Context: an optimization exercise on an open-source flow, tuned for small area, a short achievable clock period and few clock cycles per item. The choices shown serve that exercise and are no tape-out recipe. In this exercise RTL edits were held to simulation tests only and were not proved equivalent to the original. Power and IR drop assume default switching activity.

==> flow/design.v (outline; a module is shown in full before it is edited, if it fits) <==
// module gemm_mac: 1775 lines
// module gemm_array: 192 lines
module gemm_array
#(
  parameter C_DATA_WIDTH = 32,
  parameter C_DIM = 4,
  parameter C_NUM_PE = 4,
  parameter C_RAM_IN_DELAY = 1,
  parameter C_RAM_OUT_DELAY = 1,
  parameter C_MAC_DELAY = 1,
  parameter C_RAM_STYLE = 1
)
(
  input                       clock,
  input                       i_reset,
  input [C_DATA_WIDTH-1: 0]   Ain_data,
  input [C_DATA_WIDTH-1: 0]   Bin_data,
  input                       Ain_valid,
  input                       Bin_valid,
  output [C_DATA_WIDTH-1: 0]  Aout_data,
  output [C_DATA_WIDTH-1: 0]  Bout_data,
  output                      Aout_valid,
  output                      Bout_valid,
  input                       i_rd_output,
  output                      o_rd_output
);
  // ...
==> flow/run.sh <==
#!/bin/bash
# synth_recipe.tcl (not shown) runs the flow's synth.tcl, then flattens the netlist and writes it again
# the make line also repeats each setting of config.mk as NAME=value (left out here)
make -C /OpenROAD-flow-scripts/flow DESIGN_CONFIG=/design/flow/config.mk WORK_HOME=/design/flow/orfs CLKGATE_MAP_FILE= SYNTH_SCRIPT=/design/flow/synth_recipe.tcl finish
==> flow/config.mk <==
export PLATFORM = sky130hd
export DESIGN_NAME = gemm_array
export DESIGN_NICKNAME = gemm_array
export VERILOG_FILES = /design/flow/design.v
export SDC_FILE = /design/flow/constraint.sdc
export NUM_CORES = 4
export LEC_CHECK = 0
export CAP_MARGIN = 20
export CORE_MARGIN = 2
export CORE_UTILIZATION = 40
export CTS_CLUSTER_DIAMETER = 60
export CTS_CLUSTER_SIZE = 30
export SETUP_SLACK_MARGIN = 5
export SLEW_MARGIN = 20
==> flow/constraint.sdc <==
create_clock -name core_clock -period 8.5 [get_ports {clock}]
set_input_delay 1.7000 -clock core_clock [delete_from_list [all_inputs] [get_ports {clock}]]
set_output_delay 1.7000 -clock core_clock [all_outputs]
set_load 0.01 [all_outputs]
==> flow_summary.rst, run 1 <==
.. list-table::
   :header-rows: 1

   * - Metric
     - Value
   * - TritonCTS buffer count
     - 113
   * - Slowest cell delay on critical path
     - 1080 ps
   * - XOR/XNOR share of the synthesized area
     - 10.6%
   * - Launch instance of the worst register-to-register path
     - col[0].bj[14]
   * - Growth of design area from synthesis to finish
     - 11.2%
   * - Top FF cell, synth
     - sky130_fd_sc_hd__dfxtp_1
   * - Run status
     - timing/DRC/antenna clean
   * - Wire length of the first global-routing pass
     - 441 mm
   * - Tap cell count
     - 2640
   * - Instance area at placement
     - 82000 sq um
   * - Top power group
     - combinational cells
   * - Largest delay share family, worst path
     - adder cells
   * - Vias in the first global route
     - 63100
   * - Routed WL
     - 312 mm
   * - Worst setup path class
     - flip-flop to flip-flop
   * - Most common cell in the netlist
     - sky130_fd_sc_hd__dfxtp_1
   * - Share of async-settable or async-resettable flops after synthesis
     - 0%
   * - CTS tree
     - yes
   * - Combinational family with the most area after synthesis
     - compound AO/OA/AOI/OAI gates
   * - Top register by number of flip-flops
     - col.mac.cut
   * - Number of cells upsized or downsized after cts
     - 107
   * - Most common library cell in the layout ignoring fill and taps
     - sky130_fd_sc_hd__dfxtp_1
   * - Multi-input logic area
     - 45100 sq um
   * - Cell with the largest stage delay on the worst path
     - sky130_fd_sc_hd__dfxtp_1
   * - Sequential group share of total power
     - 38.8%
   * - Number of non-clock inverters
     - 737
   * - Crit path arrival time
     - 4240 ps
   * - Highest-count cells in the layout ignoring fill and taps
     - sky130_fd_sc_hd__dfxtp_1, sky130_fd_sc_hd__inv_1, sky130_fd_sc_hd__a22o_1
   * - Number of buffers inserted by port buffering
     - 135
   * - Reg-to-reg slack, setup
     - 4950 ps
   * - Clk Latency, worst-skew pair
     - 830 ps
   * - CTS hold repair buffers
     - 0
   * - Number of failing hold endpoints at the final stage
     - 0
   * - Clock sink count
     - 1433
   * - Synth Register Bits
     - 1433
   * - Unique masters post-synth
     - 79
   * - Post-synthesis compound-gate area fraction
     - 20.1%
Testbench counts, summed over its fixed seeds: cycles 8,960, matrices 256.
==> run 2, diff against run 1 <==
==> flow/flow/run.sh (new file) <==
#!/bin/bash
set -euo pipefail
bash standard.sh SETUP_SLACK_MARGIN=5.6 finish > make_standard.log 2>&1
==> flow/standard.sh (new file) <==
#!/bin/bash
# synth_recipe.tcl (not shown) runs the flow's synth.tcl, then flattens the netlist and writes it again
# the make line also repeats each setting of config.mk as NAME=value (left out here)
make -C /OpenROAD-flow-scripts/flow DESIGN_CONFIG=/design/flow/config.mk WORK_HOME=/design/flow/orfs CLKGATE_MAP_FILE= SYNTH_SCRIPT=/design/flow/synth_recipe.tcl "${@:-finish}"
--- a/flow/config.mk
+++ b/flow/config.mk
@@ -11,4 +11,3 @@
 export CTS_CLUSTER_DIAMETER = 60
 export CTS_CLUSTER_SIZE = 30
-export SETUP_SLACK_MARGIN = 5
 export SLEW_MARGIN = 20
removed: flow/run.sh
==> run 2 against run 1 <==
Still clean on timing, DRC and antenna. Maximum frequency rose by 7.6%. Clock-buffer cell count rose by 10. First-iteration DRC count rose by 8.7%. Combinational power rose by 16%. Sequential share of layout area fell by 2.9 points. Design area rose by 10%. Cell count rose by 2.4%. Clock power barely moved. Worst setup slack improved by 250 ps. Highest routed layer unchanged.
==> flow_summary.rst, run 2 <==
.. list-table::
   :header-rows: 1

   * - Metric
     - Value
   * - Most frequent CP cell
     - sky130_fd_sc_hd__fa_1 (unchanged)
   * - DR vias
     - 67800 (was 64300)
   * - Worst-Margin Slew
     - 1180 ps (was 1240 ps)
   * - Cell types with the largest area share after synthesis
     - sky130_fd_sc_hd__dfxtp_1, sky130_fd_sc_hd__fa_1, sky130_fd_sc_hd__a221oi_1, sky130_fd_sc_hd__a22o_1, sky130_fd_sc_hd__xnor2_1 (unchanged)
   * - Most common cell in the netlist
     - sky130_fd_sc_hd__dfxtp_1 (unchanged)
   * - Clk Latency, worst-skew pair
     - 850 ps (was 830 ps)
   * - Growth of design area from synthesis to finish
     - 22.8% (was 11.2%)
   * - Highest fanout seen on the critical path
     - 49 (was 19)
   * - Weighted congestion at the end of routability-driven global placement
     - 0.921 (was 0.944)
   * - Via density per instance
     - 6.44 (was 6.25)
   * - Count of synthesis-stage warnings from yosys
     - 2 (unchanged)
   * - Post-Place Cells
     - 10000 (about the same)
   * - Wire length of the first global-routing pass
     - 471 mm (was 441 mm)
   * - Maximum clock path buffer count
     - 3 (unchanged)
   * - Number of failing hold endpoints at the final stage
     - 0 (unchanged)
   * - Final instance area
     - 97200 sq um (was 88100 sq um)
   * - Instance area at placement
     - 83700 sq um (was 82000 sq um)
   * - Number of pins with negative max-slew slack in the final report
     - 0 (unchanged)
   * - CP cell instances
     - buf_16 -> a221oi_2 -> xor2_1 -> fa_1 -> fa_1 -> inv_2 -> fa_2 (was a22o_1 -> a221oi_1 -> xnor2_1 -> fa_1 -> inv_1 -> fa_1 -> inv_1 -> fa_1)
   * - Depth of the CTS H-tree
     - 3 (unchanged)
   * - Final-layout setup total negative slack
     - 0 ps (unchanged)
   * - Kind of end point of the critical path
     - flip-flop (unchanged)
   * - Beginning of the critical path
     - a_m1[0] (was col[0].bj[14])
   * - Met1 usage in global routing
     - 39.6% (was 37.0%)
   * - Share of async-settable or async-resettable flops after synthesis
     - 0% (unchanged)
   * - VDD IR-drop max
     - 199 uV (was 254 uV)
   * - Fin cells
     - 10500 (was 10300)
   * - Highest-count cells in the layout ignoring fill and taps
     - sky130_fd_sc_hd__dfxtp_1, sky130_fd_sc_hd__a22o_1, sky130_fd_sc_hd__inv_1 (was sky130_fd_sc_hd__dfxtp_1, sky130_fd_sc_hd__inv_1, sky130_fd_sc_hd__a22o_1)
   * - Crit path arrival time
     - 4050 ps (was 4240 ps)
   * - Leak
     - 37.9 nW (was 34.2 nW)
   * - Max reg flops
     - 348 (unchanged)
   * - Pre-Repair DR Iteration Count
     - 10 (was 13)
   * - Top FF cell, synth
     - sky130_fd_sc_hd__dfxtp_1 (unchanged)
   * - Initial antenna violation count
     - 26 (was 12)
   * - Number of buffers inserted by port buffering
     - 135 (unchanged)
   * - Final clock period utilization by the worst path
     - 38.8% (was 41.8%)
   * - Register area share after synthesis
     - 36.2% (unchanged)
   * - Placement row count
     - 163 (unchanged)
   * - Global-route usage over all layers
     - 32.1% (was 29.6%)
   * - Synthesized netlist net count
     - 8787 (unchanged)
   * - Max cap viols
     - 0 (unchanged)
   * - Global route hottest layer
     - met2 (unchanged)
   * - Critical path destination
     - col[3].mac.cut[41] (was col[0].mac.cut[32])
   * - Synth Register Bits
     - 1433 (unchanged)
   * - Fin Clk Skew
     - 63.4 ps (was 51.4 ps)
   * - Cell with the largest stage delay on the worst path
     - sky130_fd_sc_hd__a221oi_2 (was sky130_fd_sc_hd__dfxtp_1)
   * - Clock root buffer master
     - sky130_fd_sc_hd__clkbuf_16 (unchanged)
   * - Highest clock rate
     - 303 MHz (was 282 MHz)
   * - Cell type with the highest aggregate area in the netlist
     - sky130_fd_sc_hd__dfxtp_1 (unchanged)
   * - Post-detailed-route count of antenna-violating nets
     - 0 (unchanged)
   * - Top register by number of flip-flops
     - col.mac.cut (unchanged)
   * - Clock transition at path regs
     - 90 ps (was 100 ps)
   * - Maximum number of pins on one net before global-route repair
     - 204 (was 97)
   * - Io pins
     - 136 (unchanged)
   * - Detail-routed net length per standard cell
     - 33.2 um (was 30.4 um)
   * - Min cycle time layout
     - 3300 ps (was 3550 ps)
   * - Kind of path behind the tightest hold check
     - flip-flop to flip-flop (unchanged)
   * - Die width
     - 449 um (unchanged)
   * - Worst setup path class
     - flip-flop to flip-flop (unchanged)
   * - Most common library cell in the layout ignoring fill and taps
     - sky130_fd_sc_hd__dfxtp_1 (unchanged)
   * - Largest delay share family, worst path
     - adder cells (unchanged)
   * - CTS hold repair buffers
     - 0 (unchanged)
   * - Areal power density over the cells
     - 306 nW/um^2 (was 318 nW/um^2)
   * - Layout Nets
     - 8647 (was 8425)
   * - Post-route DRC violation count
     - 0 (unchanged)
   * - Slowest cell delay on critical path
     - 530 ps (was 1080 ps)
   * - Unique masters post-synth
     - 79 (unchanged)
   * - Top post-synthesis cells by count
     - sky130_fd_sc_hd__dfxtp_1, sky130_fd_sc_hd__inv_1, sky130_fd_sc_hd__a221oi_1 (unchanged)
   * - Remaining global-route overflow
     - 0 (unchanged)
   * - Endpoint of the most critical register-to-register path
     - col[3].mac.cut[41] (was col[0].mac.cut[32])
   * - Run status
     - timing/DRC/antenna clean (unchanged)
   * - Global Route met2 Usage
     - 43.9% (was 41.9%)
   * - Required time worst endpoint
     - 9250 ps (was 9190 ps)
   * - Area share of the leading cell type in the synthesized netlist
     - 36.2% (unchanged)
   * - Grt met3 use
     - 13.1% (was 10.4%)
   * - TritonCTS buffer count
     - 117 (was 113)
   * - Max transition margin
     - 21.4% (was 17.1%)
   * - Number of enable flip-flop cells after synthesis
     - 0 (unchanged)
   * - Reg-to-reg slack, setup
     - 5200 ps (was 4950 ps)
   * - Launch instance of the worst register-to-register path
     - a_m1[0] (was col[0].bj[14])
   * - Layout cell share with drive strength beyond 1
     - 22.8% (was 7.76%)
   * - Setup violation total in the final timing report
     - 0 (unchanged)
   * - Worst R2R Path Depth
     - 7 (was 8)
   * - Share of the core filled with cells in the final layout
     - 49.4% (was 44.7%)
   * - RSZ-0062 raised after global routing
     - yes (unchanged)
   * - Buffering stage count on the worst path with inverters included
     - 2 (unchanged)
   * - Routed WL
     - 349 mm (was 312 mm)
   * - Core Area
     - 197000 sq um (unchanged)
   * - Instance count of the mapped netlist
     - 7889 (unchanged)
   * - Iter 0 DRT Violations
     - 10300 (was 9519)
   * - Crit. path cell count
     - 7 (was 8)
   * - Type of origin of the critical path
     - flip-flop (unchanged)
   * - Overall die area
     - 202000 sq um (unchanged)
   * - Clock sink count
     - 1433 (unchanged)
   * - Vias in the first global route
     - 63900 (was 63100)
   * - Initial Utilization
     - 40.2% (unchanged)
   * - Floorplan die height
     - 449 um (unchanged)
   * - Design Power
     - 0.0298 W (was 0.0280 W)
   * - Post-synthesis average cell area
     - 10.0 sq um (unchanged)
   * - Estimated wirelength of the detail-placed design
     - 201 mm (was 203 mm)
   * - Cell area after technology mapping
     - 79200 sq um (unchanged)
   * - CTS tree
     - yes (unchanged)
run 2: cell type report:
cell class	instances	area [sq um]
fillers	17700	99800
multi-input cells	4929	49800
clock inverters	93	1440
well taps	2640	3300
clock buffers	130	3080
diodes	28	70.1
repair buffers	531	7670
flip-flops and latches	1433	29100
inverters	737	2770
run 2: worst min path at each step:
stage	startpoint	end	slack (ps)	cells past startpoint
6_report	col[3].mac.cut[1]	col[3].mac.kx[1]	330	0
5_1_grt	col[2].mac.cut[0]	col[2].mac.kx[0]	340	0
4_1_cts	col[3].mac.cut[2]	col[3].mac.kx[2]	330	0
3_5_place_dp	col[0].mac.cut[0]	col[0].mac.kx[0]	310	0
3_3_place_gp	col[3].mac.cut[2]	col[3].mac.kx[2]	310	0
2_1_floorplan	col[0].mac.cut[0]	col[0].mac.kx[0]	310	0
run 2: metal layers:
metal  up-vias  part of all wire (%)
li1      27200                     -
met1     33000                    36
met2      5709                    39
met3      1862                    14
met4        39                    10
met5         -                  0.28
run 2: where the power goes:
group          switching, W  internal, W  leakage (nW)
combinational       0.00748      0.00516          23.7
sequential          0.00171      0.00921          12.0
clock               0.00322      0.00299          2.16
run 2: logic make-up (layout without fill, tap and decap cells):
kind of cell | Yosys count | count (layout) | share of synthesized area, %
simple gates | 1051 | 1051 | 6.04
flops | 1433 | 1433 | 36.2
xor+xnor | 961 | 961 | 10.6
other cells | 0 | 28 | 0
buf+inv | 1527 | 1491 | 7.25
mux | 68 | 68 | 1.30
compound gates | 2020 | 2020 | 20.1
fa+ha+maj | 829 | 829 | 18.5
run 2: timing repair:
| action | CTS | global route |
|---|---|---|
| gates cloned | 40 | 27 |
| resized for setup | 1050 | 410 |
| endpoints found under the setup margin | 671 | 399 |
| buffers inserted | 154 | 47 |
| pin swaps | 283 | 345 |
run 2: per-stage QoR:
stage | hold slack, ps | setup slack (ps)
floorplan | 310 | 5560
global placement | 310 | 4230
detailed placement | 312 | 4200
CTS | 334 | 5360
global route | 344 | 5240
finish | 334 | 5200
run 2: worst register-to-register path, delay by kind of cell, from the launching register on:
| kind | cells | cell delay (ps) |
|---|---|---|
| xor+xnor | 1 | 240 |
| flops | 1 | 410 |
| fa+ha+maj | 3 | 1530 |
| compound gates | 1 | 750 |
| buf+inv | 2 | 290 |

port drivers added, routing unchanged:
No port has a modelled driver above. Below, the same layouts with a new extraction and two added sets of constraints. Step 1 sets driving cells, clkbuf_16 on the clock port and buf_2 on the other inputs (assumed; they add their load-dependent delay and slew). Step 2 also shifts input and output timing later by t, the mid clock arrival at the registers, as if the neighbouring blocks saw the same clock. Three values: no drivers, after step 1, after step 2; two values: the first two.
run	t (ns)	slack for setup (ns)	latest minus earliest clock arrival (ns)	worst data-port slew with drivers (ns)
run 1	0.901	4.950 / 4.942 / 4.847	0.056 / 0.057	0.08
run 2	0.908	5.201 / 5.201 / 4.826	0.071 / 0.070	0.06
After both steps setup and hold are still met in every run listed. The setup slack of run 2, which loses most, moves by 0.000 ns with the drivers and by -0.375 ns with both steps.
